Context: an optimization exercise on an open-source flow, tuned for small area. The choices shown serve that exercise and are no tape-out recipe.
Only simulation tests tie the RTL to the original design; equivalence was not proved.

## flow/design.v (module list and top-level ports; edited modules follow where they fit)
// module complex_sinusoid_ddfs: 81 lines
// module ddfs_rom: 608 lines
// module ddfs_g: 39 lines
// module ddfs_poly: 435 lines
// module ddfs_fa: 3 lines
// module ddfs_ha: 3 lines
// module ddfs_han: 4 lines
module complex_sinusoid_ddfs#(parameter ROM_DEPTH = 2048, ROM_WIDTH = 16)
(
        input wire                           i_clk,
        input wire                           i_rst,
        input wire        [31:0]             i_freq_control,
        input wire        [1:0]              i_invert_out,
        output reg signed [ROM_WIDTH-1:0]    o_real,
        output reg signed [ROM_WIDTH-1:0]    o_imag
);
  // ...
==> flow/flow/run.sh <==
#!/bin/bash
# Layout flow: the standard flow (standard.sh, the ORFS make targets up to
# finish) with these changes:
#  - synthesis runs flow/synth.tcl, which sources synth_recipe.tcl unchanged but
#    has ABC map with flow/abc.script (area-oriented);
#  - the port buffers are sky130_fd_sc_hd__buf_1 cells;
#  - clock tree synthesis uses clkbuf_8 buffers and no dummy loads.
# make's full output goes to flow_make.log here; ORFS keeps each step's log
# under orfs/logs.
set -euo pipefail
export FLOW_SYNTH_TCL=$PWD/synth_recipe.tcl
export CUSTOM_ABC_SCRIPT=$PWD/flow/abc.script
bash standard.sh "SYNTH_SCRIPT=$PWD/flow/synth.tcl" \
  "BUFFER_PORTS_ARGS=-buffer_cell sky130_fd_sc_hd__buf_1" \
  "CTS_ARGS=-sink_clustering_enable -repair_clock_nets -buf_list sky130_fd_sc_hd__clkbuf_8 -dont_use_dummy_load" \
  finish > flow_make.log 2>&1
==> flow/flow/abc.script <==
strash
ifraig
dc2
dch -f
map -a
==> flow/flow/synth.tcl <==
# The standard flow's own synthesis script (synth_recipe.tcl, sourced unchanged), except
# that ABC maps every module with flow/abc.script (area-oriented) instead of
# ORFS's abc_area.script.
proc abc {args} {
  set i [lsearch -exact $args -script]
  lset args [expr { $i + 1 }] $::env(CUSTOM_ABC_SCRIPT)
  yosys abc {*}$args
}
source $::env(FLOW_SYNTH_TCL)
==> flow/standard.sh <==
#!/bin/bash
# synth_recipe.tcl (not shown) runs the flow's synth.tcl, then flattens the netlist and writes it again
# the make line also repeats each setting of config.mk as NAME=value (left out here)
make -C /OpenROAD-flow-scripts/flow DESIGN_CONFIG=/design/flow/config.mk WORK_HOME=/design/flow/orfs CLKGATE_MAP_FILE= SYNTH_SCRIPT=/design/flow/synth_recipe.tcl "${@:-finish}"
==> flow/config.mk <==
export PLATFORM = sky130hd
export DESIGN_NAME = complex_sinusoid_ddfs
export DESIGN_NICKNAME = complex_sinusoid_ddfs
export VERILOG_FILES = /design/flow/design.v
export SDC_FILE = /design/flow/constraint.sdc
export NUM_CORES = 4
export LEC_CHECK = 0
export ABC_AREA = 1
export CAP_MARGIN = 20
export CORE_MARGIN = 2
export CORE_UTILIZATION = 40
export CTS_BUF_LIST = sky130_fd_sc_hd__clkbuf_8
export GPL_TIMING_DRIVEN = 0
export PLACE_DENSITY = 0.6
export SLEW_MARGIN = 20
export SYNTH_HIERARCHICAL = 1
==> flow/constraint.sdc <==
create_clock -name core_clock -period 10.0 [get_ports {i_clk}]
set_input_delay 2.0000 -clock core_clock [delete_from_list [all_inputs] [get_ports {i_clk}]]
set_output_delay 2.0000 -clock core_clock [all_outputs]
set_load 0.01 [all_outputs]
==> flow_summary.json, run 1 <==
{
  "ant_nets": 0,
  "synthToLayoutAreaGrowth_pct": 9.61,
  "inv_count": 164,
  "cts_max_level": 3,
  "numCtsBuffers": 9,
  "maxCapViolCount": 0,
  "tap_cells": 390,
  "grt_pass1_wl_um": 67900,
  "critPathBufInv": 5,
  "worstPathArrival_ns": 9.88,
  "hold_viol_final": 0,
  "outcome": "complete, no violations",
  "fillers": 3017,
  "grt_max_degree": 44,
  "antenna_found_initial": 1,
  "final_core_util": 0.445,
  "hpwl_um": 34000,
  "vias": 12100,
  "chipHeight_um": 178,
  "synthAdderAreaFrac": 0.407,
  "drv_slew": 0,
  "dp_cells": 2020,
  "nClkBuffers": 9,
  "period_needed_ns": 9.67,
  "busiest_layer": "met2",
  "clock.fmax_mhz": 103,
  "critPathTopFamily": "adder cells",
  "place_area_um2": 12900,
  "num_antenna_cells": 0,
  "multi_input_area_um2": 10100,
  "wl_met2_um": 19000,
  "drc": 0,
  "rsz0062_at_grt": "no",
  "worst_slack_ns": 0.332,
  "largest_reg_flops": 32,
  "synthesis.area_um2": 12100,
  "synth-simple-area-share": 0.194,
  "final_common_cell": "nand2_1",
  "ys_top_cells_by_count": "323 x nand2_1, 218 x fa_1, 179 x nor2_1"
}
==> module complex_sinusoid_ddfs, before the edit <==
module complex_sinusoid_ddfs#(parameter ROM_DEPTH = 2048, ROM_WIDTH = 16)
(
        input wire                           i_clk,
        input wire                           i_rst,
        input wire        [31:0]             i_freq_control,
        input wire        [1:0]              i_invert_out,
        output reg signed [ROM_WIDTH-1:0]    o_real,
        output reg signed [ROM_WIDTH-1:0]    o_imag
);
    reg  [31:0] accumulator;
    wire [31:0] phase = {accumulator[31:30], accumulator[29:19] ^ {11{accumulator[30]}}, accumulator[18:0]};
    wire [31:0] acc_s0, acc_c;
    ddfs_ha u_acc0 (.a(phase[0]), .b(i_freq_control[0]), .s(acc_s0[0]), .co(acc_c[0]));
    ddfs_fa u_acc1 (.a(phase[1]), .b(i_freq_control[1]), .c(acc_c[0]), .s(acc_s0[1]), .co(acc_c[1]));
    ddfs_fa u_acc2 (.a(phase[2]), .b(i_freq_control[2]), .c(acc_c[1]), .s(acc_s0[2]), .co(acc_c[2]));
    ddfs_fa u_acc3 (.a(phase[3]), .b(i_freq_control[3]), .c(acc_c[2]), .s(acc_s0[3]), .co(acc_c[3]));
    ddfs_fa u_acc4 (.a(phase[4]), .b(i_freq_control[4]), .c(acc_c[3]), .s(acc_s0[4]), .co(acc_c[4]));
    ddfs_fa u_acc5 (.a(phase[5]), .b(i_freq_control[5]), .c(acc_c[4]), .s(acc_s0[5]), .co(acc_c[5]));
    ddfs_fa u_acc6 (.a(phase[6]), .b(i_freq_control[6]), .c(acc_c[5]), .s(acc_s0[6]), .co(acc_c[6]));
    ddfs_fa u_acc7 (.a(phase[7]), .b(i_freq_control[7]), .c(acc_c[6]), .s(acc_s0[7]), .co(acc_c[7]));
    ddfs_fa u_acc8 (.a(phase[8]), .b(i_freq_control[8]), .c(acc_c[7]), .s(acc_s0[8]), .co(acc_c[8]));
    ddfs_fa u_acc9 (.a(phase[9]), .b(i_freq_control[9]), .c(acc_c[8]), .s(acc_s0[9]), .co(acc_c[9]));
    ddfs_fa u_acc10 (.a(phase[10]), .b(i_freq_control[10]), .c(acc_c[9]), .s(acc_s0[10]), .co(acc_c[10]));
    ddfs_fa u_acc11 (.a(phase[11]), .b(i_freq_control[11]), .c(acc_c[10]), .s(acc_s0[11]), .co(acc_c[11]));
    ddfs_fa u_acc12 (.a(phase[12]), .b(i_freq_control[12]), .c(acc_c[11]), .s(acc_s0[12]), .co(acc_c[12]));
    ddfs_fa u_acc13 (.a(phase[13]), .b(i_freq_control[13]), .c(acc_c[12]), .s(acc_s0[13]), .co(acc_c[13]));
    ddfs_fa u_acc14 (.a(phase[14]), .b(i_freq_control[14]), .c(acc_c[13]), .s(acc_s0[14]), .co(acc_c[14]));
    ddfs_fa u_acc15 (.a(phase[15]), .b(i_freq_control[15]), .c(acc_c[14]), .s(acc_s0[15]), .co(acc_c[15]));
    ddfs_ha u_acc16 (.a(phase[16]), .b(i_freq_control[16]), .s(acc_s0[16]), .co(acc_c[16]));
    ddfs_fa u_acc17 (.a(phase[17]), .b(i_freq_control[17]), .c(acc_c[16]), .s(acc_s0[17]), .co(acc_c[17]));
    ddfs_fa u_acc18 (.a(phase[18]), .b(i_freq_control[18]), .c(acc_c[17]), .s(acc_s0[18]), .co(acc_c[18]));
    ddfs_fa u_acc19 (.a(phase[19]), .b(i_freq_control[19]), .c(acc_c[18]), .s(acc_s0[19]), .co(acc_c[19]));
    ddfs_fa u_acc20 (.a(phase[20]), .b(i_freq_control[20]), .c(acc_c[19]), .s(acc_s0[20]), .co(acc_c[20]));
    ddfs_fa u_acc21 (.a(phase[21]), .b(i_freq_control[21]), .c(acc_c[20]), .s(acc_s0[21]), .co(acc_c[21]));
    ddfs_fa u_acc22 (.a(phase[22]), .b(i_freq_control[22]), .c(acc_c[21]), .s(acc_s0[22]), .co(acc_c[22]));
    ddfs_fa u_acc23 (.a(phase[23]), .b(i_freq_control[23]), .c(acc_c[22]), .s(acc_s0[23]), .co(acc_c[23]));
    ddfs_fa u_acc24 (.a(phase[24]), .b(i_freq_control[24]), .c(acc_c[23]), .s(acc_s0[24]), .co(acc_c[24]));
    ddfs_fa u_acc25 (.a(phase[25]), .b(i_freq_control[25]), .c(acc_c[24]), .s(acc_s0[25]), .co(acc_c[25]));
    ddfs_fa u_acc26 (.a(phase[26]), .b(i_freq_control[26]), .c(acc_c[25]), .s(acc_s0[26]), .co(acc_c[26]));
    ddfs_fa u_acc27 (.a(phase[27]), .b(i_freq_control[27]), .c(acc_c[26]), .s(acc_s0[27]), .co(acc_c[27]));
    ddfs_fa u_acc28 (.a(phase[28]), .b(i_freq_control[28]), .c(acc_c[27]), .s(acc_s0[28]), .co(acc_c[28]));
    ddfs_fa u_acc29 (.a(phase[29]), .b(i_freq_control[29]), .c(acc_c[28]), .s(acc_s0[29]), .co(acc_c[29]));
    ddfs_fa u_acc30 (.a(phase[30]), .b(i_freq_control[30]), .c(acc_c[29]), .s(acc_s0[30]), .co(acc_c[30]));
    ddfs_fa u_acc31 (.a(phase[31]), .b(i_freq_control[31]), .c(acc_c[30]), .s(acc_s0[31]), .co(acc_c[31]));
    wire [31:16] acc_run;             
    assign acc_run[16] = 1'b1;
    genvar gi;
    generate
        for (gi = 16 + 1; gi < 32; gi = gi + 1) begin : g_run
            assign acc_run[gi] = acc_run[gi-1] & acc_s0[gi-1];
        end
    endgenerate
    wire [31:0] acc_sum = {acc_s0[31:16] ^ ({32-16{acc_c[15]}} & acc_run), acc_s0[15:0]};
    wire [10:0] sin_addr = accumulator[29:19];
    wire [10:0] cos_addr = ~sin_addr;
    wire [7:0]  g;                     
    ddfs_g u_g (.t(sin_addr[4:0]), .g(g));
    wire sin_neg = accumulator[31] ^ i_invert_out[0];
    wire cos_neg = accumulator[31] ^ accumulator[30] ^ i_invert_out[1];
    wire [19:0] s_c0n, c_c0n;
    wire [11:0] s_c1, c_c1;
    wire [4:0]  s_c2, c_c2;
    ddfs_rom u_rom_s (.s(sin_addr[10:5]), .c0n(s_c0n), .c1(s_c1), .c2(s_c2));
    ddfs_rom u_rom_c (.s(cos_addr[10:5]), .c0n(c_c0n), .c1(c_c1), .c2(c_c2));
    wire [14:0] sin_v_n, cos_v_n;
    ddfs_poly u_poly_s (.c0n(s_c0n), .c1(s_c1), .c2(s_c2), .t(sin_addr[4:0]), .g(g), .neg(sin_neg), .v_n(sin_v_n));
    ddfs_poly u_poly_c (.c0n(c_c0n), .c1(c_c1), .c2(c_c2), .t(cos_addr[4:0]), .g(g), .neg(cos_neg), .v_n(cos_v_n));
    wire [15:0] sin_out = {sin_neg & (|sin_addr), sin_v_n ^ {15{~sin_neg}}};
    wire [15:0] cos_out = {cos_neg & (|cos_addr), cos_v_n ^ {15{~cos_neg}}};
    always @(posedge i_clk) begin
        if (i_rst) begin
            o_real <= 0;
            o_imag <= 0;
            accumulator <= 0;
        end else begin
            accumulator <= {acc_sum[31:30], acc_sum[29:19] ^ {11{acc_sum[30]}}, acc_sum[18:0]};
            o_real <= cos_out;
            o_imag <= sin_out;
        end
    end
endmodule
==> module ddfs_poly, before the edit <==
module ddfs_poly(input [19:0] c0n, input [11:0] c1, input [4:0] c2, input [4:0] t, input [7:0] g, input neg, output [14:0] v_n);
  wire n1;
  wire n2;
  wire n3;
  wire n4;
  wire n5;
  wire n6;
  wire n7;
  wire n8;
  wire n9;
  wire n10;
  wire n11;
  wire n12;
  wire n13;
  wire n14;
  wire n15;
  wire n16;
  wire n17;
  wire n18;
  wire n19;
  wire n20;
  wire n21;
  wire n22;
  wire n23;
  wire n24;
  wire n25;
  wire n26;
  wire n27;
  wire n28;
  wire n29;
  wire n30;
  wire n31;
  wire n32;
  wire n33;
  wire n34;
  wire n35;
  wire n36;
  wire n37;
  wire n38;
  wire n39;
  wire n40;
  wire n41;
  wire n42;
  wire n43;
  wire n44;
  wire n45;
  wire n46;
  wire n47;
  wire n48;
  wire n49;
  wire n50;
  wire n51;
  wire n52;
  wire n53;
  wire n54;
  wire n55;
  wire n56;
  wire n57;
  wire n58;
  wire n59;
  wire n60;
  wire n61;
  wire n62;
  wire n63;
  wire n64;
  wire n65;
  wire n66;
  wire n67;
  wire n68;
  wire n69;
  wire n70;
  wire n71;
  wire n72;
  wire n73;
  wire n74;
  wire n75;
  wire n76;
  wire n77;
  wire n78;
  wire n79;
  wire n80;
  wire n81;
  wire n82;
  wire n83;
  wire n84;
  wire n85;
  wire n86;
  wire n87;
  wire n88;
  wire n89;
  wire n90;
  wire n91;
  wire n92;
  wire n93;
  wire n94;
  wire n95;
  wire n96;
  wire n97;
  wire n98;
  wire n99;
  wire n100;
  wire n101;
  wire n102;
  wire n103;
  wire n104;
  wire n105;
  wire n106;
  wire n107;
  wire n108;
  wire n109;
  wire n110;
  wire n111;
  wire n112;
  wire n113;
  wire n114;
  wire n115;
  wire n116;
  wire n117;
  wire n118;
  wire n119;
  wire n120;
  wire n121;
  wire n122;
  wire n123;
  wire n124;
  wire n125;
  wire n126;
  wire n127;
  wire n128;
  wire n129;
  wire n130;
  wire n131;
  wire n132;
  wire n133;
  wire n134;
  wire n135;
  wire n136;
  wire n137;
  wire n138;
  wire n139;
  wire n140;
  wire n141;
  wire n142;
  wire n143;
  wire n144;
  wire n145;
  wire n146;
  wire n147;
  wire n148;
  wire n149;
  wire n150;
  wire n151;
  wire n152;
  wire n153;
  wire n154;
  wire n155;
  wire n156;
  wire n157;
  wire n158;
  wire n159;
  wire n160;
  wire n161;
  wire n162;
  wire n163;
  wire n164;
  wire n165;
  wire n166;
  wire n167;
  wire n168;
  wire n169;
  wire n170;
  wire n171;
  wire n172;
  wire n173;
  wire n174;
  wire n175;
  wire n176;
  wire n177;
  wire n178;
  wire n179;
  wire n180;
  wire n181;
  wire n182;
  wire n183;
  wire n184;
  wire n185;
  wire n186;
  wire n187;
  wire n188;
  wire n189;
  wire n190;
  wire n191;
  wire n192;
  wire n193;
  wire n194;
  wire n195;
  wire n196;
  wire n197;
  wire n198;
  wire n199;
  wire n200;
  wire n201;
  wire n202;
  wire n203;
  wire n204;
  wire n205;
  wire n206;
  wire n207;
  wire n208;
  wire n209;
  wire n210;
  wire n211;
  wire n212;
  wire n213;
  wire n214;
  wire n215;
  wire n216;
  wire n217;
  wire n218;
  wire n219;
  wire n220;
  wire n221;
  wire n222;
  wire n223;
  wire n224;
  wire n225;
  wire n226;
  wire n227;
  wire n228;
  wire n229;
  wire n230;
  wire n231;
  wire n232;
  wire n233;
  wire n234;
  wire n235;
  wire n236;
  wire n237;
  wire n238;
  wire n239;
  wire n240;
  wire n241;
  wire n242;
  wire n243;
  wire n244;
  wire n245;
  wire n246;
  wire n247;
  wire n248;
  wire n249;
  wire n250;
  wire n251;
  wire n252;
  wire n253;
  wire n254;
  wire n255;
  wire n256;
  wire n257;
  wire n258;
  wire n259;
  wire n260;
  wire n261;
  wire n262;
  wire n263;
  ddfs_fa nfa2 (.a(c0n[1]), .b(~(c1[3]&t[0])), .c(~(c1[2]&t[1])), .s(n1), .co(n2));
  ddfs_fa nfa4 (.a(c0n[2]), .b(~(c1[4]&t[0])), .c(~(c1[3]&t[1])), .s(n3), .co(n4));
  ddfs_fa nfa6 (.a(c0n[3]), .b(~(c1[5]&t[0])), .c(~(c1[4]&t[1])), .s(n5), .co(n6));
  ddfs_fa nfa8 (.a(~(c1[1]&t[0])), .b(~(c1[0]&t[1])), .c(~(c2[4]&g[1])), .s(n7), .co(n8));
  ddfs_fa nfa10 (.a(c0n[0]), .b(~(c1[2]&t[0])), .c(~(c1[1]&t[1])), .s(n9), .co(n10));
  ddfs_fa nfa12 (.a(~(c1[0]&t[2])), .b(~(c2[4]&g[2])), .c(~(c2[3]&g[3])), .s(n11), .co(n12));
  ddfs_fa nfa14 (.a(~(c1[1]&t[2])), .b(~(c1[0]&t[3])), .c(~(c2[4]&g[3])), .s(n13), .co(n14));
  ddfs_fa nfa16 (.a(~(c2[3]&g[4])), .b(~(c2[2]&g[5])), .c(~(c2[1]&g[6])), .s(n15), .co(n16));
  ddfs_fa nfa18 (.a(~(c1[2]&t[2])), .b(~(c1[1]&t[3])), .c(~(c1[0]&t[4])), .s(n17), .co(n18));
  ddfs_fa nfa20 (.a(~(c2[4]&g[4])), .b(~(c2[3]&g[5])), .c(~(c2[2]&g[6])), .s(n19), .co(n20));
  ddfs_fa nfa22 (.a(~(c2[1]&g[7])), .b(n2), .c(n3), .s(n21), .co(n22));
  ddfs_fa nfa24 (.a(~(c1[3]&t[2])), .b(~(c1[2]&t[3])), .c(~(c1[1]&t[4])), .s(n23), .co(n24));
  ddfs_fa nfa26 (.a(~(c2[4]&g[5])), .b(~(c2[3]&g[6])), .c(~(c2[2]&g[7])), .s(n25), .co(n26));
  ddfs_fa nfa28 (.a(n4), .b(n5), .c(n18), .s(n27), .co(n28));
  ddfs_fa nfa30 (.a(c0n[4]), .b(~(c1[6]&t[0])), .c(~(c1[5]&t[1])), .s(n29), .co(n30));
  ddfs_fa nfa32 (.a(~(c1[4]&t[2])), .b(~(c1[3]&t[3])), .c(~(c1[2]&t[4])), .s(n31), .co(n32));
  ddfs_fa nfa34 (.a(~(c2[4]&g[6])), .b(~(c2[3]&g[7])), .c(n6), .s(n33), .co(n34));
  ddfs_fa nfa36 (.a(c0n[5]), .b(~(c1[7]&t[0])), .c(~(c1[6]&t[1])), .s(n35), .co(n36));
  ddfs_fa nfa38 (.a(~(c1[5]&t[2])), .b(~(c1[4]&t[3])), .c(~(c1[3]&t[4])), .s(n37), .co(n38));
  ddfs_fa nfa40 (.a(~(c2[4]&g[7])), .b(neg), .c(n30), .s(n39), .co(n40));
  ddfs_fa nfa42 (.a(c0n[6]), .b(~(c1[8]&t[0])), .c(~(c1[7]&t[1])), .s(n41), .co(n42));
  ddfs_fa nfa44 (.a(~(c1[6]&t[2])), .b(~(c1[5]&t[3])), .c(~(c1[4]&t[4])), .s(n43), .co(n44));
  ddfs_fa nfa46 (.a(c0n[7]), .b(~(c1[9]&t[0])), .c(~(c1[8]&t[1])), .s(n45), .co(n46));
  ddfs_fa nfa48 (.a(c0n[8]), .b(~(c1[10]&t[0])), .c(~(c1[9]&t[1])), .s(n47), .co(n48));
  ddfs_fa nfa50 (.a(c0n[9]), .b(~(c1[11]&t[0])), .c(~(c1[10]&t[1])), .s(n49), .co(n50));
  ddfs_fa nfa52 (.a(~(c1[0]&t[0])), .b(~(c2[4]&g[0])), .c(~(c2[3]&g[1])), .s(n51), .co(n52));
  ddfs_fa nfa54 (.a(~(c2[3]&g[2])), .b(~(c2[2]&g[3])), .c(~(c2[1]&g[4])), .s(n53), .co(n54));
  ddfs_fa nfa56 (.a(~(c2[2]&g[4])), .b(~(c2[1]&g[5])), .c(~(c2[0]&g[6])), .s(n55), .co(n56));
  ddfs_fa nfa58 (.a(n8), .b(n9), .c(n11), .s(n57), .co(n58));
  ddfs_fa nfa60 (.a(~(c2[0]&g[7])), .b(n1), .c(n10), .s(n59), .co(n60));
  ddfs_fa nfa62 (.a(n12), .b(n13), .c(n15), .s(n61), .co(n62));
  ddfs_fa nfa64 (.a(n14), .b(n16), .c(n17), .s(n63), .co(n64));
  ddfs_fa nfa66 (.a(n19), .b(n21), .c(n60), .s(n65), .co(n66));
  ddfs_fa nfa68 (.a(n20), .b(n22), .c(n23), .s(n67), .co(n68));
  ddfs_fa nfa70 (.a(n25), .b(n27), .c(n64), .s(n69), .co(n70));
  ddfs_fa nfa72 (.a(n24), .b(n26), .c(n28), .s(n71), .co(n72));
  ddfs_fa nfa74 (.a(n29), .b(n31), .c(n33), .s(n73), .co(n74));
  ddfs_fa nfa76 (.a(n32), .b(n34), .c(n35), .s(n75), .co(n76));
  ddfs_fa nfa78 (.a(n37), .b(n39), .c(n72), .s(n77), .co(n78));
  ddfs_fa nfa80 (.a(n36), .b(n38), .c(n40), .s(n79), .co(n80));
  ddfs_fa nfa82 (.a(n41), .b(n43), .c(n76), .s(n81), .co(n82));
  ddfs_fa nfa84 (.a(~(c1[7]&t[2])), .b(~(c1[6]&t[3])), .c(~(c1[5]&t[4])), .s(n83), .co(n84));
  ddfs_fa nfa86 (.a(n42), .b(n44), .c(n45), .s(n85), .co(n86));
  ddfs_fa nfa88 (.a(~(c1[8]&t[2])), .b(~(c1[7]&t[3])), .c(~(c1[6]&t[4])), .s(n87), .co(n88));
  ddfs_fa nfa90 (.a(n46), .b(n47), .c(n84), .s(n89), .co(n90));
  ddfs_fa nfa92 (.a(~(c1[9]&t[2])), .b(~(c1[8]&t[3])), .c(~(c1[7]&t[4])), .s(n91), .co(n92));
  ddfs_fa nfa94 (.a(n48), .b(n49), .c(n88), .s(n93), .co(n94));
  ddfs_fa nfa96 (.a(c0n[10]), .b(~(c1[11]&t[1])), .c(~(c1[10]&t[2])), .s(n95), .co(n96));
  ddfs_fa nfa98 (.a(~(c1[9]&t[3])), .b(~(c1[8]&t[4])), .c(n50), .s(n97), .co(n98));
  ddfs_fa nfa100 (.a(c0n[11]), .b(~(c1[11]&t[2])), .c(~(c1[10]&t[3])), .s(n99), .co(n100));
  ddfs_fa nfa102 (.a(~(c2[3]&g[0])), .b(~(c2[2]&g[1])), .c(~(c2[1]&g[2])), .s(n101), .co(n102));
  ddfs_fa nfa104 (.a(~(c2[2]&g[2])), .b(~(c2[1]&g[3])), .c(~(c2[0]&g[4])), .s(n103), .co(n104));
  ddfs_fa nfa106 (.a(~(c2[0]&g[5])), .b(n7), .c(n52), .s(n105), .co(n106));
  ddfs_fa nfa108 (.a(n54), .b(n55), .c(n57), .s(n107), .co(n108));
  ddfs_fa nfa110 (.a(n56), .b(n58), .c(n59), .s(n109), .co(n110));
  ddfs_fa nfa112 (.a(n62), .b(n63), .c(n65), .s(n111), .co(n112));
  ddfs_fa nfa114 (.a(n66), .b(n67), .c(n69), .s(n113), .co(n114));
  ddfs_fa nfa116 (.a(n68), .b(n70), .c(n71), .s(n115), .co(n116));
  ddfs_fa nfa118 (.a(n74), .b(n75), .c(n77), .s(n117), .co(n118));
  ddfs_fa nfa120 (.a(n78), .b(n79), .c(n81), .s(n119), .co(n120));
  ddfs_fa nfa122 (.a(n80), .b(n82), .c(n83), .s(n121), .co(n122));
  ddfs_fa nfa124 (.a(n86), .b(n87), .c(n89), .s(n123), .co(n124));
  ddfs_fa nfa126 (.a(n90), .b(n91), .c(n93), .s(n125), .co(n126));
  ddfs_fa nfa128 (.a(n92), .b(n94), .c(n95), .s(n127), .co(n128));
  ddfs_fa nfa130 (.a(~(c1[9]&t[4])), .b(n96), .c(n98), .s(n129), .co(n130));
  ddfs_fa nfa132 (.a(c0n[12]), .b(~(c1[11]&t[3])), .c(~(c1[10]&t[4])), .s(n131), .co(n132));
  ddfs_fa nfa134 (.a(~(c2[2]&g[0])), .b(~(c2[1]&g[1])), .c(~(c2[0]&g[2])), .s(n133), .co(n134));
  ddfs_fa nfa136 (.a(~(c2[0]&g[3])), .b(n101), .c(n134), .s(n135), .co(n136));
  ddfs_fa nfa138 (.a(n51), .b(n102), .c(n103), .s(n137), .co(n138));
  ddfs_fa nfa140 (.a(n53), .b(n104), .c(n105), .s(n139), .co(n140));
  ddfs_fa nfa142 (.a(n106), .b(n107), .c(n140), .s(n141), .co(n142));
  ddfs_fa nfa144 (.a(n61), .b(n108), .c(n109), .s(n143), .co(n144));
  ddfs_fa nfa146 (.a(n110), .b(n111), .c(n144), .s(n145), .co(n146));
  ddfs_fa nfa148 (.a(n112), .b(n113), .c(n146), .s(n147), .co(n148));
  ddfs_fa nfa150 (.a(n73), .b(n114), .c(n115), .s(n149), .co(n150));
  ddfs_fa nfa152 (.a(n116), .b(n117), .c(n150), .s(n151), .co(n152));
  ddfs_fa nfa154 (.a(n118), .b(n119), .c(n152), .s(n153), .co(n154));
  ddfs_fa nfa156 (.a(n85), .b(n120), .c(n121), .s(n155), .co(n156));
  ddfs_fa nfa158 (.a(n122), .b(n123), .c(n156), .s(n157), .co(n158));
  ddfs_fa nfa160 (.a(n124), .b(n125), .c(n158), .s(n159), .co(n160));
  ddfs_fa nfa162 (.a(n97), .b(n126), .c(n127), .s(n161), .co(n162));
  ddfs_fa nfa164 (.a(n99), .b(n128), .c(n129), .s(n163), .co(n164));
  ddfs_fa nfa166 (.a(n100), .b(n130), .c(n131), .s(n165), .co(n166));
  ddfs_fa nfa168 (.a(c0n[13]), .b(~(c1[11]&t[4])), .c(n132), .s(n167), .co(n168));
  assign n169 = ~(~(c2[0]&g[0]));
  assign n170 = ~(~(c2[1]&g[0]) | ~(c2[0]&g[1]));
  assign n171 = ~(~(c2[1]&g[0]) & ~(c2[0]&g[1]));
  assign n172 = ~(n133);
  assign n173 = ~(n135);
  assign n174 = ~(n136 | n137);
  assign n175 = ~(n136 & n137);
  assign n176 = ~(n138 | n139);
  assign n177 = ~(n138 & n139);
  assign n178 = ~(n141);
  assign n179 = ~(n142 | n143);
  assign n180 = ~(n142 & n143);
  assign n181 = ~(n145);
  assign n182 = ~(n147);
  assign n183 = ~(n148 | n149);
  assign n184 = ~(n148 & n149);
  assign n185 = n171 & n169;
  assign n186 = n173 & n172;
  assign n187 = n176 | (n177 & n174);
  assign n188 = n177 & n175;
  assign n189 = n180 & n178;
  assign n190 = n182 & n181;
  assign n191 = 1'b0 | (n186 & n170);
  assign n192 = n186 & n185;
  assign n193 = n179 | (n189 & n187);
  assign n194 = n189 & n188;
  assign n195 = n184 & n190;
  assign n196 = n193 | (n194 & n191);
  assign n197 = n194 & n192;
  assign n198 = n183 | (n195 & n196);
  assign n199 = n195 & n197;
  assign n200 = ~(n151);
  assign n201 = ~(n153);
  assign n202 = ~(n154 | n155);
  assign n203 = ~(n154 & n155);
  assign n204 = ~(n157);
  assign n205 = ~(n159);
  assign n206 = ~(n160 | n161);
  assign n207 = ~(n160 & n161);
  assign n208 = n201 & n200;
  assign n209 = 1'b0 | (n204 & n202);
  assign n210 = n204 & n203;
  assign n211 = n207 & n205;
  assign n212 = n210 & n208;
  assign n213 = n206 | (n211 & n209);
  assign n214 = n211 & n212;
  assign n215 = n213 | (n214 & n198);
  assign n216 = ~(n162 | n163);
  assign n217 = ~(n162 & n163);
  assign n218 = ~(n164 | n165);
  assign n219 = ~(n164 & n165);
  assign n220 = ~(n166 | n167);
  assign n221 = ~(n166 & n167);
  assign n222 = ~(c0n[14] | n168);
  assign n223 = ~(c0n[14] & n168);
  assign n224 = ~(c0n[15]);
  assign n225 = ~(c0n[16]);
  assign n226 = n218 | (n219 & n216);
  assign n227 = n219 & n217;
  assign n228 = n222 | (n223 & n220);
  assign n229 = n223 & n221;
  assign n230 = n225 & n224;
  assign n231 = n228 | (n229 & n226);
  assign n232 = n229 & n227;
  assign n233 = 1'b0 | (n230 & n231);
  assign n234 = n230 & n232;
  assign n235 = n233 | (n234 & n215);
  assign n236 = ~(n198);
  ddfs_fa nha238 (.a(n151), .b(n236), .c(1'b1), .s(n237), .co(n238));
  ddfs_fa nha240 (.a(n153), .b(n238), .c(1'b1), .s(n239), .co(n240));
  ddfs_fa nfa242 (.a(n154), .b(n155), .c(n240), .s(n241), .co(n242));
  ddfs_fa nha244 (.a(n157), .b(n242), .c(1'b1), .s(n243), .co(n244));
  ddfs_fa nha246 (.a(n159), .b(n244), .c(1'b1), .s(n245), .co(n246));
  ddfs_fa nfa248 (.a(n160), .b(n161), .c(n246), .s(n247), .co(n248));
  assign n249 = ~(n215);
  ddfs_fa nfa251 (.a(n162), .b(n163), .c(n249), .s(n250), .co(n251));
  ddfs_fa nfa253 (.a(n164), .b(n165), .c(n251), .s(n252), .co(n253));
  ddfs_fa nfa255 (.a(n166), .b(n167), .c(n253), .s(n254), .co(n255));
  ddfs_fa nfa257 (.a(c0n[14]), .b(n168), .c(n255), .s(n256), .co(n257));
  assign n258 = c0n[15] ^ ~(n257);
  assign n259 = c0n[16] ^ ~(n257 | c0n[15]);
  assign n260 = ~(n235);
  assign n261 = c0n[17] ^ ~(n260);
  assign n262 = c0n[18] ^ ~(n260 | c0n[17]);
  assign n263 = c0n[19] ^ ~(n260 | c0n[17] | c0n[18]);
  assign v_n = {n263,n262,n261,n259,n258,n256,n254,n252,n250,n247,n245,n243,n241,n239,n237};
endmodule
==> run 2: changes to the inputs <==
--- a/flow/design.v
+++ b/flow/design.v
@@ -52,5 +52,9 @@
         end
     endgenerate
-    wire [31:0] acc_sum = {acc_s0[31:16] ^ ({32-16{acc_c[15]}} & acc_run), acc_s0[15:0]};
+    wire        acc_cy = acc_c[15];
+    wire [31:0] acc_sum = {acc_s0[31:16] ^ ({32-16{acc_cy}} & acc_run), acc_s0[15:0]};
+    wire [10:0] enc_x = acc_s0[29:19] ^ {11{acc_s0[30]}};
+    wire [10:0] enc_r = acc_run[29:19] ^ {11{acc_run[30]}};
+    wire [31:0] acc_next = {acc_sum[31:30], enc_x ^ ({11{acc_cy}} & enc_r), acc_sum[18:0]};
     wire [10:0] sin_addr = accumulator[29:19];
     wire [10:0] cos_addr = ~sin_addr;
@@ -75,5 +79,5 @@
             accumulator <= 0;
         end else begin
-            accumulator <= {acc_sum[31:30], acc_sum[29:19] ^ {11{acc_sum[30]}}, acc_sum[18:0]};
+            accumulator <= acc_next;
             o_real <= cos_out;
             o_imag <= sin_out;
@@ -991,5 +995,4 @@
   wire n261;
   wire n262;
-  wire n263;
   ddfs_fa nfa2 (.a(c0n[1]), .b(~(c1[3]&t[0])), .c(~(c1[2]&t[1])), .s(n1), .co(n2));
   ddfs_fa nfa4 (.a(c0n[2]), .b(~(c1[4]&t[0])), .c(~(c1[3]&t[1])), .s(n3), .co(n4));
@@ -1112,54 +1115,54 @@
   assign n203 = ~(n154 & n155);
   assign n204 = ~(n157);
-  assign n205 = ~(n159);
-  assign n206 = ~(n160 | n161);
-  assign n207 = ~(n160 & n161);
-  assign n208 = n201 & n200;
-  assign n209 = 1'b0 | (n204 & n202);
-  assign n210 = n204 & n203;
-  assign n211 = n207 & n205;
-  assign n212 = n210 & n208;
-  assign n213 = n206 | (n211 & n209);
-  assign n214 = n211 & n212;
-  assign n215 = n213 | (n214 & n198);
-  assign n216 = ~(n162 | n163);
-  assign n217 = ~(n162 & n163);
-  assign n218 = ~(n164 | n165);
-  assign n219 = ~(n164 & n165);
-  assign n220 = ~(n166 | n167);
-  assign n221 = ~(n166 & n167);
-  assign n222 = ~(c0n[14] | n168);
-  assign n223 = ~(c0n[14] & n168);
-  assign n224 = ~(c0n[15]);
-  assign n225 = ~(c0n[16]);
-  assign n226 = n218 | (n219 & n216);
-  assign n227 = n219 & n217;
-  assign n228 = n222 | (n223 & n220);
-  assign n229 = n223 & n221;
-  assign n230 = n225 & n224;
-  assign n231 = n228 | (n229 & n226);
-  assign n232 = n229 & n227;
-  assign n233 = 1'b0 | (n230 & n231);
-  assign n234 = n230 & n232;
-  assign n235 = n233 | (n234 & n215);
-  assign n236 = ~(n198);
-  ddfs_fa nha238 (.a(n151), .b(n236), .c(1'b1), .s(n237), .co(n238));
-  ddfs_fa nha240 (.a(n153), .b(n238), .c(1'b1), .s(n239), .co(n240));
-  ddfs_fa nfa242 (.a(n154), .b(n155), .c(n240), .s(n241), .co(n242));
-  ddfs_fa nha244 (.a(n157), .b(n242), .c(1'b1), .s(n243), .co(n244));
-  ddfs_fa nha246 (.a(n159), .b(n244), .c(1'b1), .s(n245), .co(n246));
-  ddfs_fa nfa248 (.a(n160), .b(n161), .c(n246), .s(n247), .co(n248));
-  assign n249 = ~(n215);
-  ddfs_fa nfa251 (.a(n162), .b(n163), .c(n249), .s(n250), .co(n251));
-  ddfs_fa nfa253 (.a(n164), .b(n165), .c(n251), .s(n252), .co(n253));
-  ddfs_fa nfa255 (.a(n166), .b(n167), .c(n253), .s(n254), .co(n255));
-  ddfs_fa nfa257 (.a(c0n[14]), .b(n168), .c(n255), .s(n256), .co(n257));
-  assign n258 = c0n[15] ^ ~(n257);
-  assign n259 = c0n[16] ^ ~(n257 | c0n[15]);
-  assign n260 = ~(n235);
-  assign n261 = c0n[17] ^ ~(n260);
-  assign n262 = c0n[18] ^ ~(n260 | c0n[17]);
-  assign n263 = c0n[19] ^ ~(n260 | c0n[17] | c0n[18]);
-  assign v_n = {n263,n262,n261,n259,n258,n256,n254,n252,n250,n247,n245,n243,n241,n239,n237};
+  assign n205 = n201 & n200;
+  assign n206 = 1'b0 | (n204 & n202);
+  assign n207 = n204 & n203;
+  assign n208 = n207 & n205;
+  assign n209 = n206 | (n208 & n198);
+  assign n210 = ~(n159);
+  assign n211 = ~(n160 | n161);
+  assign n212 = ~(n160 & n161);
+  assign n213 = ~(n162 | n163);
+  assign n214 = ~(n162 & n163);
+  assign n215 = ~(n164 | n165);
+  assign n216 = ~(n164 & n165);
+  assign n217 = n212 & n210;
+  assign n218 = n215 | (n216 & n213);
+  assign n219 = n216 & n214;
+  assign n220 = n218 | (n219 & n211);
+  assign n221 = n219 & n217;
+  assign n222 = n220 | (n221 & n209);
+  assign n223 = ~(n166 | n167);
+  assign n224 = ~(n166 & n167);
+  assign n225 = ~(c0n[14] | n168);
+  assign n226 = ~(c0n[14] & n168);
+  assign n227 = ~(c0n[15]);
+  assign n228 = ~(c0n[16]);
+  assign n229 = n225 | (n226 & n223);
+  assign n230 = n226 & n224;
+  assign n231 = n228 & n227;
+  assign n232 = 1'b0 | (n231 & n229);
+  assign n233 = n231 & n230;
+  assign n234 = n232 | (n233 & n222);
+  assign n235 = ~(n198);
+  ddfs_fa nha237 (.a(n151), .b(n235), .c(1'b1), .s(n236), .co(n237));
+  ddfs_fa nha239 (.a(n153), .b(n237), .c(1'b1), .s(n238), .co(n239));
+  ddfs_fa nfa241 (.a(n154), .b(n155), .c(n239), .s(n240), .co(n241));
+  assign n242 = n157 ^ ~(n241);
+  assign n243 = ~(n209);
+  ddfs_fa nha245 (.a(n159), .b(n243), .c(1'b1), .s(n244), .co(n245));
+  ddfs_fa nfa247 (.a(n160), .b(n161), .c(n245), .s(n246), .co(n247));
+  ddfs_fa nfa249 (.a(n162), .b(n163), .c(n247), .s(n248), .co(n249));
+  ddfs_fa nfa251 (.a(n164), .b(n165), .c(n249), .s(n250), .co(n251));
+  assign n252 = ~(n222);
+  ddfs_fa nfa254 (.a(n166), .b(n167), .c(n252), .s(n253), .co(n254));
+  ddfs_fa nfa256 (.a(c0n[14]), .b(n168), .c(n254), .s(n255), .co(n256));
+  assign n257 = c0n[15] ^ ~(n256);
+  assign n258 = c0n[16] ^ ~(n256 | c0n[15]);
+  assign n259 = ~(n234);
+  assign n260 = c0n[17] ^ ~(n259);
+  assign n261 = c0n[18] ^ ~(n259 | c0n[17]);
+  assign n262 = c0n[19] ^ ~(n259 | c0n[17] | c0n[18]);
+  assign v_n = {n262,n261,n260,n258,n257,n255,n253,n250,n248,n246,n244,n242,n240,n238,n236};
 endmodule
 module ddfs_fa(input a, input b, input c, output s, output co);
==> run 2 against run 1 <==
Effect of this change:
- worst hold slack lost 0.012 ns
- worst setup slack gained 0.12 ns
- critical endpoint is now o_imag[14]
- still clean
- cell count grew 0.25%
- global-route usage is essentially flat
- critical path depth grew 2
- largest cell class unchanged
==> flow_summary.json, run 2 <==
{
  "crit_path_end_kind": "flop",
  "worstPathArrival_ns": 9.81,
  "final_common_cell": "nand2_1",
  "worst_slew_pin_slew_ns": 1.20,
  "outcome": "complete, no violations",
  "grt_overflow": 0,
  "synth.most_common_cell": "nand2_1",
  "yosysTopAreaCellShare": 0.357,
  "cts-root-buf": "clkbuf_8",
  "hold_viol_final": 0,
  "clock-sinks": 64,
  "crit_path_top_delay_cell": "dfxtp_2",
  "drive_gt1_frac": 0.0638,
  "drtPass1Iterations": 5,
  "antenna_found_initial": 1,
  "fillers": 3080,
  "coreArea_um2": 29700,
  "r2r_cells": 29,
  "gp_congestion": 1.05,
  "drt_iter0_markers": 1576,
  "dp_cells": 2021,
  "viasPerCell": 6.03,
  "vias": 12300,
  "rsz0062_at_grt": "no",
  "worstSetupStartpointType": "flop",
  "clock.fmax_mhz": 105,
  "slew_headroom": 0.197,
  "ys_top_cells_by_count": "324 x nand2_1, 216 x fa_1, 173 x nor2_1",
  "clk_pin_slew_ns": 0.05,
  "grt_pass1_wl_um": 68900,
  "die_area_um2": 31700,
  "synth_cell_types": 37,
  "initial_core_util": 0.408,
  "syn_avg_cell_area_um2": 7.81,
  "critPathTopFamily": "adder cells",
  "synthesis.area_um2": 12100,
  "syn_inst": 1553,
  "synth-edff-count": 0,
  "synthToLayoutAreaGrowth_pct": 9.26,
  "std_cell_rows": 63,
  "cts_tree": "done",
  "numPortBuffers": 67,
  "critPathMostFrequentCell": "fa_1",
  "yosys-top-cells-area": "fa_1 36%, dfxtp_1 11%, nand2_1 10%",
  "crit_type": "reg2reg",
  "period_needed_ns": 9.55,
  "track_usage": 0.281,
  "slowest_delay_ns": 0.72,
  "numCtsBuffers": 9,
  "fin_skew_ns": 0.0214,
  "chipHeight_um": 178,
  "drc": 0,
  "tns_ns": 0,
  "hp-class": "reg2reg",
  "regToRegSetupSlack_ns": 0.45,
  "yosysSeqAreaShare": 0.106,
  "critPathBufInv": 3,
  "path_depth": 29,
  "layout_common_cells": "324 x nand2_1, 216 x fa_1, 171 x nor2_1",
  "cts.path.max_buffers": 2,
  "wirelength_um": 43500,
  "grt_pass1_vias": 12200,
  "crit_end": "o_imag[14]",
  "ant_nets": 0,
  "synth-seq-cells": 64,
  "drv_slew": 0,
  "critPathMaxFanout": 18,
  "ios": 68,
  "setup_viol": 0,
  "final_nets": 1945,
  "r2r-end": "o_imag[14]",
  "hold_buffers": 0,
  "worstPathRequired_ns": 10.26,
  "reg_top3": "accumulator x32, o_imag x16, o_real x16",
  "cts_max_level": 3,
  "post_drt_wl_per_cell_um": 21.3,
  "synthFlopType": "dfxtp_1",
  "regToRegStartpoint": "accumulator[25]",
  "maxCapViolCount": 0,
  "synth_top_area_cell": "fa_1",
  "grt_max_degree": 39,
  "async_reset_ff_frac": 0,
  "fin_cells": 2037,
  "num_antenna_cells": 0,
  "largest_reg_flops": 32,
  "hpwl_um": 33500,
  "die_w_um": 178,
  "clock_latency_ns": 0.35,
  "yosys_warnings": 8,
  "top_register": "accumulator",
  "fin_crit_sh": 0.955,
  "cp-startpoint": "accumulator[25]"
}
[run 2: cells by family (layout without fill, tap and decap cells)]
logic type      Yosys count  count (layout)  share of synthesized area
xor+xnor                 34              34                     0.0246
simple gates            592             592                      0.196
flops                    64              64                      0.106
compound gates          405             405                      0.201
other cells               3               7                   0.000929
fa+ha+maj               260             260                      0.402
buf+inv                 195             285                     0.0700
[run 2: metrics by stage]
stage               worst slack, ns  hold slack, ns  utilization  instance area (µm²)
floorplan                      1.10           0.557            -                12100
global placement              -1.92           0.573        0.433                12900
detailed placement           -0.427           0.577        0.436                13000
CTS                         0.00383           0.590        0.441                13100
global route                 0.0204           0.634        0.446                13200
finish                        0.448           0.581        0.446                13200
[run 2: what timing repair did]
action / 4_1_cts / 5_1_grt
setup buffers: 0 / 4
resized for setup: 12 / 21
endpoints found under the hold margin: 0 / 0
pin swaps: 0 / 0
endpoints found under the setup margin: 15 / 15
[run 2: how the worst min path moves through the flow]
stage | startpoint | endpoint | slack [ns] | depth (start not counted)
after floorplan | accumulator[0] | accumulator[0] | 0.56 | 3
after global placement | accumulator[0] | accumulator[0] | 0.57 | 3
after detailed placement | accumulator[0] | accumulator[0] | 0.58 | 3
after CTS | accumulator[0] | accumulator[0] | 0.59 | 3
after global routing | accumulator[0] | accumulator[0] | 0.63 | 3
final | accumulator[0] | accumulator[0] | 0.58 | 3
[run 2: worst min-delay path, cell delays in order, from the launching register on]
cell      delay, ns
dfxtp_1        0.31
ha_1           0.13
clkinv_1       0.05
nor2_1         0.06
[run 2: Yosys stat by module (local to each module, per instance)]
module / area (µm²) / cells / times used
ddfs_rom: 1860 / 358 / 2
complex_sinusoid_ddfs: 2350 / 273 / 1
ddfs_g: 250 / 42 / 1
ddfs_poly: 722 / 152 / 2
ddfs_ha: 12.5 / 1 / 2
ddfs_fa: 20.0 / 1 / 216
[run 2: cell type report]
class / instances / area, µm² / area share
well taps: 390 / 488 / 0.0368
inverters: 163 / 654 / 0.0494
plain buffers: 32 / 236 / 0.0179
multi-input cells: 1298 / 10100 / 0.763
flip-flops and latches: 64 / 1290 / 0.0973
clock buffers: 9 / 124 / 0.00935
repair buffers: 81 / 353 / 0.0266
[run 2: routing by layer]
metal  wire length (µm)  up-vias  global-route usage
met3               4510      141              0.0573
met4               1700        2              0.0960
met1              18700     5999               0.404
met5                 13        -                   0
met2              18500      718               0.419
li1                   -     5420                   -
==> run 3: changes to the inputs <==
==> flow/flow/abc.script (replaced) <==
strash
dch
map -a
==> run 3 against run 2 <==
Effect of this change:
- critical path depth is 1 lower
- maximum frequency is 0.84% lower
- register-to-register slack worse by 0.08 ns
- die area is 0.97% higher
- first-iteration DRC count is 7.4% higher
- sequential share of layout area is 0.13 points lower
- highest routed layer is now met4
==> flow_summary.json, run 3 <==
{
  "outcome": "complete, no violations",
  "synth-edff-count": 0,
  "cts_max_level": 3,
  "fillers": 3074,
  "r2r-end": "o_imag[7]",
  "tns_ns": 0,
  "synth_cell_types": 41,
  "coreArea_um2": 30300,
  "syn_avg_cell_area_um2": 7.77,
  "num_antenna_cells": 0,
  "post_drt_wl_per_cell_um": 21.2,
  "synth.most_common_cell": "nand2_1",
  "grt_max_degree": 38,
  "gp_congestion": 1.08,
  "drt_iter0_markers": 1692,
  "track_usage": 0.280,
  "crit_end": "o_imag[7]",
  "synthToLayoutAreaGrowth_pct": 9.62,
  "setup_viol": 0,
  "drive_gt1_frac": 0.0604,
  "grt_overflow": 0,
  "fin_crit_sh": 0.963,
  "worst_slew_pin_slew_ns": 1.10,
  "hold_viol_final": 0,
  "drc": 0,
  "top_register": "accumulator",
  "critPathMaxFanout": 18,
  "clock_latency_ns": 0.35,
  "synthFlopType": "dfxtp_1",
  "cts.path.max_buffers": 2,
  "yosysTopAreaCellShare": 0.353,
  "crit_path_top_delay_cell": "dfxtp_2",
  "slowest_delay_ns": 0.64,
  "cts-root-buf": "clkbuf_8",
  "hp-class": "reg2reg",
  "rsz0062_at_grt": "no",
  "dp_cells": 2053,
  "worstPathRequired_ns": 10.29,
  "r2r_cells": 28,
  "largest_reg_flops": 32,
  "regToRegSetupSlack_ns": 0.37,
  "initial_core_util": 0.403,
  "grt_pass1_wl_um": 68900,
  "period_needed_ns": 9.63,
  "critPathMostFrequentCell": "fa_1",
  "yosys_warnings": 8,
  "yosysSeqAreaShare": 0.105,
  "final_nets": 1970,
  "maxCapViolCount": 0,
  "synth-seq-cells": 64,
  "synthesis.area_um2": 12200,
  "regToRegStartpoint": "accumulator[26]",
  "numPortBuffers": 67,
  "async_reset_ff_frac": 0,
  "die_area_um2": 32000,
  "crit_type": "reg2reg",
  "die_w_um": 179,
  "antenna_found_initial": 0,
  "worstSetupStartpointType": "flop",
  "layout_common_cells": "317 x nand2_1, 216 x fa_1, 197 x nor2_1",
  "drv_slew": 0,
  "ys_top_cells_by_count": "317 x nand2_1, 216 x fa_1, 202 x nor2_1",
  "slew_headroom": 0.267,
  "clk_pin_slew_ns": 0.07,
  "numCtsBuffers": 9,
  "fin_skew_ns": 0.0284,
  "cp-startpoint": "accumulator[26]",
  "syn_inst": 1576,
  "hpwl_um": 34000,
  "reg_top3": "accumulator x32, o_imag x16, o_real x16",
  "crit_path_end_kind": "flop",
  "chipHeight_um": 179,
  "ant_nets": 0,
  "std_cell_rows": 64,
  "viasPerCell": 5.95,
  "worstPathArrival_ns": 9.92,
  "cts_tree": "done",
  "drtPass1Iterations": 6,
  "final_common_cell": "nand2_1",
  "fin_cells": 2068,
  "ios": 68,
  "clock.fmax_mhz": 104,
  "yosys-top-cells-area": "fa_1 35%, dfxtp_1 10%, nand2_1 9.7%",
  "clock-sinks": 64,
  "vias": 12300,
  "synth_top_area_cell": "fa_1",
  "wirelength_um": 43800,
  "grt_pass1_vias": 12400
}
-- run 3: layout make-up --
class                           count  area, µm²  share of cell area
Inverter                          171        688              0.0513
Buffer                             32        236              0.0176
Multi-Input combinational cell   1313      10200               0.759
Timing Repair Buffer               83        407              0.0303
Clock buffer                        9        124             0.00923
Tap cell                          396        495              0.0369
Sequential cell                    64       1290              0.0960
-- run 3: what timing repair did --
| action | CTS | global route |
|---|---|---|
| buffers inserted | 0 | 6 |
| hold buffers | 0 | 0 |
| setup endpoints to repair | 14 | 9 |
| gates cloned | 0 | 0 |
| gates resized for setup | 12 | 19 |
| hold endpoints to repair | 0 | 0 |
-- run 3: layer usage --
metal	track usage	up-vias	wire [µm]
met5	0	-	0
met4	0.121	0	1960
met3	0.0475	148	3840
met2	0.451	687	20500
met1	0.369	5965	17500
li1	-	5502	-
-- run 3: cell families (layout without fill, tap and decap cells) --
logic type,after synthesis,in the layout,share of synthesized area
other cells,3,7,0.000920
xor+xnor,37,37,0.0265
simple gates,627,627,0.206
flops,64,64,0.105
fa+ha+maj,260,260,0.398
compound gates,382,382,0.192
buf+inv,203,295,0.0717
-- run 3: how the worst min path moves through the flow --
stage | start | endpoint | slack (ns) | cells after the start
6_report | accumulator[31] | o_imag[15] | 0.63 | 2
5_1_grt | accumulator[31] | o_imag[15] | 0.67 | 2
4_1_cts | accumulator[31] | o_imag[15] | 0.65 | 2
3_3_place_gp | accumulator[0] | accumulator[0] | 0.58 | 3
2_1_floorplan | accumulator[0] | accumulator[0] | 0.56 | 3
3_5_place_dp | accumulator[0] | accumulator[0] | 0.65 | 3
-- run 3: worst max-delay path, delay by kind of cell (launching register included) --
family / cells / cell delay [ns]
flip-flops: 1 / 0.64
adder cells (fa/ha/maj): 12 / 5.35
AO/OA/AOI/OAI: 6 / 1.41
AND/OR/NAND/NOR: 5 / 0.93
buffers and inverters: 5 / 1.23
-- run 3: through the flow --
stage          cell area [µm²]  worst slack (ns)   util  hold WS [ns]
6_report                 13400             0.367  0.442         0.633
5_1_grt                  13400            0.0744  0.442         0.668
4_1_cts                  13300            0.0899  0.438         0.646
3_5_place_dp             13200            -0.689  0.433         0.650
3_3_place_gp             13000             -2.28  0.429         0.579
2_1_floorplan            12300             0.792      -         0.557
-- run 3: Yosys stat by module, one instance, submodules excluded --
module                 flip-flops and latches  times used  cells inside
complex_sinusoid_ddfs                      64           1           276
ddfs_g                                      0           1            40
ddfs_fa                                     0         216             1
ddfs_rom                                    0           2           365
ddfs_poly                                   0           2           156
ddfs_ha                                     0           2             1
==> run 4: changes to the inputs <==
==> flow/run.sh (new file) <==
#!/bin/bash
# synth_recipe.tcl (not shown) runs the flow's synth.tcl, then flattens the netlist and writes it again
# the make line also repeats each setting of config.mk as NAME=value (left out here)
make -C /OpenROAD-flow-scripts/flow DESIGN_CONFIG=/design/flow/config.mk WORK_HOME=/design/flow/orfs CLKGATE_MAP_FILE= SYNTH_SCRIPT=/design/flow/synth_recipe.tcl finish
removed: flow/flow/run.sh
removed: flow/flow/abc.script
removed: flow/flow/synth.tcl
removed: flow/standard.sh
==> run 4 against run 3 <==
Effect of this change:
- flip-flop and latch count is the same
- worst setup slack improved by 0.21 ns
- critical path type unchanged
- sequential share of layout area down 0.96 points
- cell area rose by 10%
- maximum frequency increased by 2.2%
- count of clock-buffer cells in the layout increased by 1
==> flow_summary.json, run 4 <==
{
  "outcome": "complete, no violations",
  "maxCapViolCount": 0,
  "layout_common_cells": "599 x nand2_1, 216 x fa_1, 181 x inv_1",
  "cts_setup_buffers": 0,
  "numCtsBuffers": 9,
  "synthesis.area_um2": 13400,
  "synth-simple-area-share": 0.312,
  "synthFlopType": "dfxtp_1",
  "fin_crit_sh": 0.942,
  "critPathMaxFanout": 12,
  "viasPerCell": 5.71,
  "track_usage": 0.313,
  "coreArea_um2": 32700,
  "grt_pass1_wl_um": 84000,
  "regToRegSetupSlack_ns": 0.58,
  "worstSetupStartpointType": "flop",
  "cts_max_level": 3,
  "place_ws_ns": 0.542,
  "wirelength_um": 53800,
  "rsz0062_at_grt": "no",
  "slowest_delay_ns": 0.84,
  "grt_max_degree": 16,
  "yosysTopAreaCellShare": 0.323,
  "die_area_um2": 34900,
  "clock-sinks": 64,
  "reg_top3": "accumulator x32, o_imag x16, o_real x16",
  "holdPathStages": 3,
  "chipHeight_um": 187,
  "final_nets": 2298,
  "grt_pass1_vias": 14100,
  "cts-root-buf": "clkbuf_8",
  "fin_skew_ns": 0.0123,
  "numPortBuffers": 67,
  "yosysSeqAreaShare": 0.0958,
  "worstPathArrival_ns": 9.66,
  "worst_slack_ns": 0.578,
  "synth_xor_xnor_area_share": 0.0203,
  "grt_overflow": 0,
  "num_antenna_cells": 0,
  "initial_core_util": 0.409,
  "clk_pin_slew_ns": 0.07,
  "period_needed_ns": 9.42,
  "muxShareOfSynthArea": 0,
  "worstPathRequired_ns": 10.24,
  "synth-seq-cells": 64,
  "yosys_warnings": 8,
  "slew_headroom": 0.453,
  "synth-edff-count": 0,
  "syn_avg_cell_area_um2": 6.97,
  "clock.fmax_mhz": 106,
  "cts.path.max_buffers": 2,
  "hpwl_um": 42800,
  "yosys-top-cells-area": "fa_1 32%, nand2_1 17%, dfxtp_1 9.6%",
  "gp_congestion": 1.02,
  "drt_iter0_markers": 1870,
  "crit_path_end_kind": "flop",
  "die_w_um": 187,
  "syn_inst": 1919,
  "drv_slew": 0,
  "ios": 68,
  "hold_viol_final": 0,
  "top_register": "accumulator",
  "path_depth": 30,
  "ant_nets": 0,
  "final_common_cell": "nand2_1",
  "post_drt_wl_per_cell_um": 22.0,
  "std_cell_rows": 66,
  "hp-class": "reg2reg",
  "critPathTopFamily": "adder cells",
  "vias": 14000,
  "largest_reg_flops": 32,
  "drc": 0,
  "r2r_cells": 30,
  "clock_latency_ns": 0.37,
  "synth_compound_area_frac": 0.105,
  "cts_tree": "done",
  "synth.most_common_cell": "nand2_1",
  "synthAdderAreaFrac": 0.364,
  "crit_type": "reg2reg",
  "setup_viol": 0,
  "tns_ns": 0,
  "ys_top_cells_by_count": "599 x nand2_1, 216 x fa_1, 180 x inv_1",
  "drtPass1Iterations": 6,
  "synth_top_family_by_area": "adder cells",
  "post_cts_resize_count": 0,
  "hold_buffers": 0,
  "antenna_found_initial": 0,
  "worst_slew_pin_slew_ns": 0.821,
  "critPathMostFrequentCell": "fa_1",
  "synthToLayoutAreaGrowth_pct": 10.8,
  "synth_cell_types": 43,
  "critPathBufInv": 6,
  "async_reset_ff_frac": 0,
  "crit_path_top_delay_cell": "dfxtp_1",
  "drive_gt1_frac": 0.0638,
  "synth_top_area_cell": "fa_1"
}
run 4: tightest hold or removal path: stages (launching register included):
cell and delay [ns]:
dfxtp_1 0.32, ha_1 0.12, inv_1 0.03, nor2_1 0.06
run 4: logic make-up after synthesis:
| family | count (synthesis) |
|---|---|
| and+or+nand+nor | 998 |
| buffers and inverters | 309 |
| adders and majority gates | 260 |
| AOI/OAI and AO/OA | 254 |
| DFF | 64 |
| xor gates and xnor gates | 31 |
| other | 3 |
run 4: area by class of cell:
type / count / area, µm²
plain buffers: 110 / 616
clock buffers: 10 / 138
clock inverters: 6 / 60.1
fillers: 3468 / 17900
inverters: 199 / 747
multi-input cells: 1550 / 10800
flip-flops and latches: 64 / 1280
well taps: 442 / 553
repair buffers: 68 / 676
run 4: through the flow:
stage / cell area [µm²] / utilization / instances / hold WS [ns]
after floorplan: 13400 / - / 1923 / 0.532
after global placement: 14600 / 0.447 / 2432 / 0.543
after detailed placement: 14600 / 0.447 / 2432 / 0.547
after CTS: 14800 / 0.453 / 2448 / 0.568
after global routing: 14800 / 0.453 / 2449 / 0.608
final: 14800 / 0.453 / 2449 / 0.564
run 4: final timing paths:
kind | to | start
worst max-delay path | o_imag[7] | accumulator[26]
worst min register to register | accumulator[0] | accumulator[0]
worst max register to register | o_imag[7] | accumulator[26]
worst min-delay path | accumulator[0] | accumulator[0]
run 4: metal layers:
layer	share of wire	track usage	vias up
li1	-	-	6244
met1	0.40	0.407	6709
met3	0.083	0.0497	199
met5	0	0	-
met2	0.46	0.510	828
met4	0.058	0.150	0
run 4: per-module statistics from Yosys (local to each module, per instance):
module	times used	cell area, µm²	flops+latches	cells inside
ddfs_ha	2	12.5	0	1
ddfs_rom	2	2190	0	465
ddfs_g	1	302	0	61
complex_sinusoid_ddfs	1	2610	64	324
ddfs_poly	2	868	0	193
ddfs_fa	216	20.0	0	1

## port drivers added, routing unchanged
How much do the figures lean on ideal ports? The routed layouts below were timed once more, with nothing changed but the port constraints. Step 1 (the two cells are an assumption about what drives the block):
set clk [get_ports {i_clk}]
set_driving_cell -lib_cell sky130_fd_sc_hd__clkbuf_16 $clk
set_driving_cell -lib_cell sky130_fd_sc_hd__buf_2 [delete_from_list [all_inputs] $clk]
Step 2, shift: input delay + t, output delay - t, t = (earliest + latest rising clock arrival at the registers) / 2. This alone moves slack from input paths to output paths. Three values: no drivers, after step 1, after step 2; two values: the first two.
run | t (ns) | setup slack, ns | hold WS [ns] | latest minus earliest clock arrival (ns)
run 1 | 0.379 | 0.332 / 0.332 / 0.012 | 0.593 / 0.593 / 0.593 | 0.031 / 0.032
run 2 | 0.379 | 0.448 / 0.448 / 0.448 | 0.581 / 0.581 / 0.581 | 0.022 / 0.022
run 3 | 0.379 | 0.367 / 0.367 / 0.367 | 0.633 / 0.633 / 0.633 | 0.032 / 0.031
run 4 | 0.408 | 0.578 / 0.578 / 0.532 | 0.564 / 0.564 / 0.564 | 0.014 / 0.014
After both steps every run listed still meets setup and hold. The setup slack of run 1, which loses most, moves by 0.000 ns with the drivers and by -0.320 ns with both steps.
